From an optimization exercise on the open Yosys and OpenROAD flow, aimed at small area and a short achievable clock period; shortcuts taken in it are not production practice. In this exercise RTL edits were held to simulation tests only and were not proved equivalent to the original. Power figures rest on the tool's default switching activity, not on a simulated workload. The flow treats the clock pin as an ideal source, which a real chip does not have.

== run A ==
==> flow/design.v <==
module Interface (
	input clk,
	input rst,
	input [30*4-1:0] taps,   
	input [29:0] found,
	output reg ext_on,       
	output reg rotp,         
	output reg [4:0] which,
	output reg TX
);
localparam [2:0] IDLE = 3'd0, IDLEC = 3'd1, SELECT = 3'd2, SEND = 3'd3, RESET = 3'd4;
reg [2:0] state;
reg [3:0] i;
reg [2:0] fsm;
reg [3:0] bit_count;
reg [8:0] clk_count;
reg       upper;         
reg       last;          
wire load = (fsm == 3'd1);
integer k;
reg [4:0] hi;
always @(*) begin
	hi = 5'd0;
	for (k = 0; k < 30; k = k + 1)
		if (found[k]) hi = k;
end
reg [3:0] tcode;
always @(posedge clk) tcode <= taps[which*4 +: 4];
reg [3:0] tap;           
always @(*) begin
	case (tcode[3:2])
		2'b00: tap = (tcode[1:0] == 2'b00) ? 4'd8 : {2'b00, tcode[1:0]};
		2'b01: tap = {2'b01, tcode[1:0]};
		2'b10: tap = 4'd9;
		default: tap = tcode[1] ? 4'd10 : 4'd0;
	endcase
end
always @(posedge clk) begin
	if (rst) begin
		ext_on <= 1'b0;
		rotp <= 1'b0;
	end else begin
		ext_on <= ((state == SEND) & (i == 4'd9)) | (state == RESET);
		rotp <= load & (i >= 4'd2) & (i <= 4'd6);
	end
end
always @(posedge clk) begin
	if (rst) begin
		state <= IDLE;
	end else begin
		case (state)
			IDLE, IDLEC: begin
				if (found != 30'd0) begin
					state <= SELECT;
					which <= hi;
				end else
					state <= IDLE;
			end
			SELECT: begin
				state <= SEND;
				i <= 4'd0;
			end
			SEND: begin
				if (load) i <= i + 4'd1;
				if (i == 4'd8) i <= 4'd9;
				if (i == 4'd9) state <= RESET;
			end
			default: state <= IDLEC;
		endcase
	end
end
wire drl = (state == SEND) & (i != 4'd9);
always @(posedge clk)
	clk_count <= (fsm == 3'd3) ? 9'd432 : clk_count - 9'd1;
always @(posedge clk) begin
	if (rst) begin
		fsm <= 3'd0;
		TX <= 1'b1;
	end else begin
		case (fsm)
			3'd0: if (drl) fsm <= 3'd1;
			3'd1: begin
				fsm <= 3'd2;
				upper <= (i == 4'd0) | (i == 4'd7);
				last <= (i == 4'd7);
			end
			3'd2: begin
				fsm <= 3'd3;
				bit_count <= 4'd10;
			end
			3'd3: begin
				fsm <= 3'd4;
				bit_count <= bit_count - 4'd1;
				case (bit_count)
					4'd10: TX <= 1'b0;
					4'd9: TX <= upper ? ~last : tap[0];
					4'd8: TX <= upper | tap[1];
					4'd7: TX <= upper | tap[2];
					4'd6: TX <= upper | tap[3];
					4'd1: TX <= 1'b1;
					default: TX <= upper;
				endcase
			end
			3'd4: begin
				if (clk_count == 9'd0) fsm <= 3'd5;
			end
			3'd5: fsm <= (bit_count == 4'd0) ? 3'd0 : 3'd3;
			default: fsm <= 3'd0;
		endcase
	end
end
endmodule
module SearchModule #(parameter SEED = 1351) (
	input clk,
	input rst,
	input enan,            
	input ext,             
	input rot,             
	input boot,            
	input bootend,         
	input [10:0] sl,       
	output reg found,
	output reg found_o,    
	output [3:0] tap       
);
localparam [1:0] PW = 2'd0, PC = 2'd1, PR = 2'd2, PF = 2'd3;
localparam [10:0] S0 = 11'b10000000000;
localparam [10:0] INIT = 11'b10000000000;
reg [32:0] r;
reg [2:0]  b;       
reg [1:0]  ph;
reg [10:0] cnt;
reg [10:0] st;
reg [3:0]  c0, c1, c2, c3, c4, c5;
assign tap = c5;
wire shifting = (ph != PW);
wire fail2    = (ph == PF) & cnt[9];
wire resp     = fail2 | ext;
wire w_end    = (ph == PW) & (boot ? bootend : (cnt[0] & cnt[5]));
wire fin      = (ph == PC) & st[2];
wire [4:0] ob;      
assign ob[4] = cnt[10] | cnt[9] | cnt[8];
assign ob[3] = ob[4] | cnt[7];
assign ob[2] = ob[3] | cnt[6];
assign ob[1] = ob[2] | cnt[5];
assign ob[0] = ob[1] | cnt[4];
wire [4:0] din = r[29:25] & ~ob;
wire inrange  = ~din[4] & (din[3:0] != 4'd0) & (din[3:0] <= 4'd10);
wire valid    = (b == 3'd7) & enan & (ph == PC) & ~st[3] & ~st[2] & inrange;
wire run      = (ph == PR) & ~found;
wire low0     = (cnt[9:0] == 10'd0);
wire stinit   = (st == INIT);
wire found_set = run & low0 & ~cnt[10];
wire fail_set  = run & stinit & ~low0;
function [3:0] tcode(input [3:0] p);
	tcode = {p[3] & (p[1] | p[0]), p[2] | (p[3] & p[1]), p[1:0]};
endfunction
function tapv(input [3:0] t, input [10:0] s);
	reg a, b;
	begin
		case (t[1:0]) 2'd0: a = s[8]; 2'd1: a = s[1]; 2'd2: a = s[2]; default: a = s[3]; endcase
		case (t[1:0]) 2'd0: b = s[4]; 2'd1: b = s[5]; 2'd2: b = s[6]; default: b = s[7]; endcase
		case (t[3:2]) 2'd0: tapv = a; 2'd1: tapv = b; 2'd2: tapv = s[9]; default: tapv = s[10] & t[1]; endcase
	end
endfunction
wire fb = st[0] ^ (tapv(c5, st) & tapv(c4, st)) ^ tapv(c3, st) ^ tapv(c2, st) ^ tapv(c1, st) ^ tapv(c0, st);
wire [3:0] dcode = tcode(din[3:0]);
wire cfb = cnt[0] ^ cnt[2] ^ (cnt[10:1] == 10'd0);
wire prfb = r[32] ^ r[22] ^ r[2] ^ r[1];
wire seedbit = |(sl & SEED[10:0]);
always @(posedge clk) begin
	r <= {boot ? seedbit : shifting ? prfb : r[0], r[32:1]};
	b <= {3{~rst}} & (b ^ {shifting & b[1] & b[0], shifting & b[0], shifting});
	if (rst | fail2 | (found & ext)) begin
		ph <= PW;
		found <= 1'b0;
	end else begin
		if (w_end) ph <= PC;
		if (fin) ph <= PR;
		if (fail_set) ph <= PF;
		if (found_set) found <= 1'b1;
	end
	if (rst | (found_o & ext))
		found_o <= 1'b0;
	else if (found_set)
		found_o <= 1'b1;
	if (fail2 | (found & ext) | fin | fail_set | (w_end & ~st[0]))
		cnt <= S0;
	else if (w_end)
		cnt <= S0 >> 1;
	else
		cnt <= {cfb & (ph != PC), cnt[10:1]};
	if (w_end | fin)
		st <= INIT;
	else if (valid | ((ph == PC) & st[3]))
		st <= {1'b0, st[10:1]};
	else if (run)
		st <= {fb, st[10:1]};
	else if (resp)
		st[0] <= fail2;      
	if ((valid & ~st[4]) | rot) begin
		c0 <= (st[9] && dcode == c0) ? 4'b1100 : dcode;
		{c5, c4, c3, c2, c1} <= {c4, c3, c2, c1, c0};
	end
end
endmodule
module FPGA (
	input clk,
	input rst,
	input start,
	output wire TX,
	output reg found_smth,
	output wire startedmod,
	output wire [29:0] found_mods
);
reg start_S;
reg started;
reg started_o;     
reg [5:0] gcnt;      
wire boot = (gcnt != 6'd33);
wire bootend = (gcnt == 6'd32);
reg [10:0] sl;       
wire [30*4-1:0] taps;
wire [29:0] found;
wire [29:0] found_o;
wire ext_on, rotp;
wire [4:0] which;
wire [3:0] hi_dec = 4'b0001 << which[4:3];
wire [7:0] lo_dec = 8'b00000001 << which[2:0];
wire [3:0] xa = hi_dec & {4{ext_on}};
wire [3:0] ra = hi_dec & {4{rotp}};
wire enan = started | start_S;
assign startedmod = started_o;
assign found_mods = found_o;
Interface interfejs (
	.clk    (clk),
	.rst    (rst),
	.taps   (taps),
	.found  (found),
	.ext_on (ext_on),
	.rotp   (rotp),
	.which  (which),
	.TX     (TX)
);
genvar g;
generate
for (g = 0; g < 30; g = g + 1) begin: Trololo
	SearchModule #(.SEED(1351 + g)) szukacz (
		.clk     (clk),
		.rst     (rst),
		.enan    (enan),
		.ext     (xa[g / 8] & lo_dec[g % 8]),
		.rot     (ra[g / 8] & lo_dec[g % 8]),
		.boot    (boot),
		.bootend (bootend),
		.sl      (sl),
		.found   (found[g]),
		.found_o (found_o[g]),
		.tap     (taps[g*4 +: 4])
	);
end
endgenerate
always @(posedge clk) begin
	if (rst) begin
		found_smth <= 1'b0;
		start_S <= 1'b0;
		started <= 1'b0;
		started_o <= 1'b0;
		gcnt <= 6'd0;
		sl <= 11'd0;
	end else begin
		if (boot) gcnt <= gcnt + 6'd1;
		sl <= {sl[9:0], gcnt == 6'd0};
		if (!start) start_S <= 1'b1;
		if (start_S) started <= 1'b1;
		if (start_S) started_o <= 1'b1;
		found_smth <= (found != 30'd0);
	end
end
endmodule
Settings: LEC_CHECK=0, CAP_MARGIN=20, CORE_MARGIN=2, CORE_UTILIZATION=65, CTS_BUF_LIST=sky130_fd_sc_hd__clkbuf_16, CTS_CLUSTER_DIAMETER=120, CTS_CLUSTER_SIZE=28, PLACE_DENSITY=0.74, SETUP_SLACK_MARGIN=5, SLEW_MARGIN=20; clock period 8.0 ns.
standard.sh (not shown) runs the stock make flow with config.mk's settings and CLKGATE_MAP_FILE= SYNTH_SCRIPT=/design/flow/synth_recipe.tcl, a recipe that flattens the netlist after the stock synthesis.
==> flow/flow/run.sh <==
#!/bin/bash
set -e
R=orfs/results/sky130hd/FPGA/base
bash standard.sh SETUP_SLACK_MARGIN=5.15 place > standard_place.log 2>&1
IN_ODB=$R/3_place.odb OUT_ODB=$R/3_place_moved.odb openroad -no_init -exit flow/move_out.tcl > move_out.log 2>&1
cp $R/3_place_moved.odb $R/3_place.odb
bash standard.sh SETUP_SLACK_MARGIN=5.15 finish > standard.log 2>&1
==> flow/flow/move_out.tcl <==
# Move each output port's driving flip-flop next to the port's output buffer,
# then legalize. Inputs: IN_ODB, OUT_ODB env vars.
read_db $::env(IN_ODB)
set block [ord::get_db_block]
set moved 0
foreach bt [$block getBTerms] {
  if {[$bt getIoType] ne "OUTPUT"} continue
  set net [$bt getNet]
  set buf ""
  foreach it [$net getITerms] { if {[$it isOutputSignal]} { set buf [$it getInst] } }
  if {$buf eq ""} continue
  set ff ""
  foreach it [$buf getITerms] {
    if {[$it isInputSignal]} {
      set n2 [$it getNet]
      if {$n2 eq "NULL"} continue
      foreach it2 [$n2 getITerms] {
        if {[$it2 isOutputSignal] && [string match "*df*" [[[$it2 getInst] getMaster] getName]]} { set ff [$it2 getInst] }
      }
    }
  }
  if {$ff eq ""} { puts "no flop for [$bt getName]"; continue }
  # the port's pin position, pulled inside the core area
  set pb [$bt getBBox]
  set px [expr {([$pb xMin] + [$pb xMax]) / 2}]
  set py [expr {([$pb yMin] + [$pb yMax]) / 2}]
  set core [$block getCoreArea]
  set m 3000
  set px [expr {max([$core xMin] + $m, min([$core xMax] - 3*$m, $px))}]
  set py [expr {max([$core yMin] + $m, min([$core yMax] - 3*$m, $py))}]
  set bb [$buf getBBox]
  set fb [$ff getBBox]
  set d [expr {abs($px-[$fb xMin]) + abs($py-[$fb yMin])}]
  puts "MOVE [$bt getName] [$ff getName] dist_um [expr {$d/1000.0}]"
  $buf setLocation $px $py
  # flop just inside of the buffer, towards the core centre
  set cx [expr {([$core xMin] + [$core xMax]) / 2}]
  set cy [expr {([$core yMin] + [$core yMax]) / 2}]
  set dx [expr {$cx > $px ? 6000 : -6000}]
  set dy [expr {$cy > $py ? 3000 : -3000}]
  if {abs($cx - $px) > abs($cy - $py)} { set dy 0 } else { set dx 0 }
  $ff setLocation [expr {$px + $dx}] [expr {$py + $dy}]
  incr moved
}
puts "moved $moved"
detailed_placement
check_placement -verbose
write_db $::env(OUT_ODB)
Both conditions hold for run A: the flow ran to the end and the final layout passed the timing, DRC and antenna checks.
Relative to run A, the following input files were edited for run B:
- PLACE_DENSITY now 0.66, was 0.74
- ABC_AREA now 1, previously not set
- CORE_UTILIZATION now 55, was 65
==> flow/flow/run.sh <==
#!/bin/bash
set -e
bash standard.sh SETUP_SLACK_MARGIN=5.25 finish > standard.log 2>&1
removed: flow/flow/move_out.tcl
## What came out
When run B is measured against run A, its data arrival time of the critical path turns out 0.13 ns higher.
Compared run B against run A; number of synthesized flops with an enable pin within noise.
met3 layer wire length in the routed design for run B: 3800 um up relative to run A
In run B, post-DP HPWL is higher than in run A.
Run B vs run A: peak ir drop on the vdd network up
Every run (run A and run B) finished clean.
Going from run A to run B, total length of routed wires grows by about 18%.
Share of the synthesized netlist area taken by xor and xnor gates: run A and run B compared, lower one is run B
| total global routing track utilization | higher: run A |
The top layer used by detailed routing comes out met4 in one run and met5 in the other, namely in run A and run B respectively.
diff inputs: run B => run C
- ABC_AREA: 1 -> unset
==> flow/flow/run.sh <==
#!/bin/bash
set -e
R=orfs/results/sky130hd/FPGA/base
bash standard.sh SETUP_SLACK_MARGIN=5.15 place > standard_place.log 2>&1
IN_ODB=$R/3_place.odb OUT_ODB=$R/3_place_moved.odb openroad -no_init -exit flow/move_out.tcl > move_out.log 2>&1
cp $R/3_place_moved.odb $R/3_place.odb
bash standard.sh SETUP_SLACK_MARGIN=5.15 "CTS_ARGS=-sink_clustering_enable -repair_clock_nets -sink_clustering_size 28 -sink_clustering_max_diameter 120 -buf_list sky130_fd_sc_hd__clkbuf_16 -dont_use_dummy_load -no_insertion_delay" finish > standard.log 2>&1
==> flow/flow/move_out.tcl (new file) <==
# Move each output port's driving flip-flop next to the port's output buffer,
# then legalize. Inputs: IN_ODB, OUT_ODB env vars.
read_db $::env(IN_ODB)
set block [ord::get_db_block]
set moved 0
foreach bt [$block getBTerms] {
  if {[$bt getIoType] ne "OUTPUT"} continue
  set net [$bt getNet]
  set buf ""
  foreach it [$net getITerms] { if {[$it isOutputSignal]} { set buf [$it getInst] } }
  if {$buf eq ""} continue
  set ff ""
  foreach it [$buf getITerms] {
    if {[$it isInputSignal]} {
      set n2 [$it getNet]
      if {$n2 eq "NULL"} continue
      foreach it2 [$n2 getITerms] {
        if {[$it2 isOutputSignal] && [string match "*df*" [[[$it2 getInst] getMaster] getName]]} { set ff [$it2 getInst] }
      }
    }
  }
  if {$ff eq ""} { puts "no flop for [$bt getName]"; continue }
  # the port's pin position, pulled inside the core area
  set pb [$bt getBBox]
  set px [expr {([$pb xMin] + [$pb xMax]) / 2}]
  set py [expr {([$pb yMin] + [$pb yMax]) / 2}]
  set core [$block getCoreArea]
  set m 3000
  set px [expr {max([$core xMin] + $m, min([$core xMax] - 3*$m, $px))}]
  set py [expr {max([$core yMin] + $m, min([$core yMax] - 3*$m, $py))}]
  set bb [$buf getBBox]
  set fb [$ff getBBox]
  set d [expr {abs($px-[$fb xMin]) + abs($py-[$fb yMin])}]
  puts "MOVE [$bt getName] [$ff getName] dist_um [expr {$d/1000.0}]"
  $buf setLocation $px $py
  # flop just inside of the buffer, towards the core centre
  set cx [expr {([$core xMin] + [$core xMax]) / 2}]
  set cy [expr {([$core yMin] + [$core yMax]) / 2}]
  set dx [expr {$cx > $px ? 6000 : -6000}]
  set dy [expr {$cy > $py ? 3000 : -3000}]
  if {abs($cx - $px) > abs($cy - $py)} { set dy 0 } else { set dx 0 }
  $ff setLocation [expr {$px + $dx}] [expr {$py + $dy}]
  incr moved
}
puts "moved $moved"
detailed_placement
check_placement -verbose
write_db $::env(OUT_ODB)
Results
For the portion of the layout cell area used by non-clock buffers, run C came in 0.16 points lower than run B did.
Taking run B as the reference point, the layout multi-input combinational cell count of run C falls by 25%.
NOTE overall die height run B->run C decreased slightly
The final reports for run C and run B show total power higher in the former.
Run C: die area is 3000 um^2 lower than what run B reported.
Run B has higher final critical-path required period than run C.
Run comparison: run C dominant combinational cell family by area after synthesis multiplexers; run B dominant combinational cell family by area after synthesis compound AO/OA/AOI/OAI gates

## afterwards: timing with drivers on the ports
How much do the figures lean on ideal ports? The routed layouts below were timed once more, with nothing changed but the port constraints. Step 1 assumes that a clkbuf_16 drives the clock port and a buf_2 every other input. Step 2 also shifts input and output timing later by t, the mid clock arrival at the registers, as if the neighbouring blocks saw the same clock. a / b / c = ideal / step 1 / step 2; a / b = the first two.
run	shift t [ns]	slack for setup (ns)	hold slack, ns	worst setup path at the end	worst data-port slew with drivers (ns)
run A	0.845	5.137 / 5.052 / 4.526	0.321 / 0.321 / 0.321	input to register	0.04
run B	0.889	5.011 / 4.921 / 4.421	0.300 / 0.300 / 0.300	input to register	0.08
run C	0.850	5.136 / 5.054 / 4.496	0.285 / 0.285 / 0.285	input to register	0.07
After both steps every run listed still meets setup and hold. For run C, which loses most, drivers alone change the setup slack by -0.082 ns; drivers and shift together by -0.640 ns.
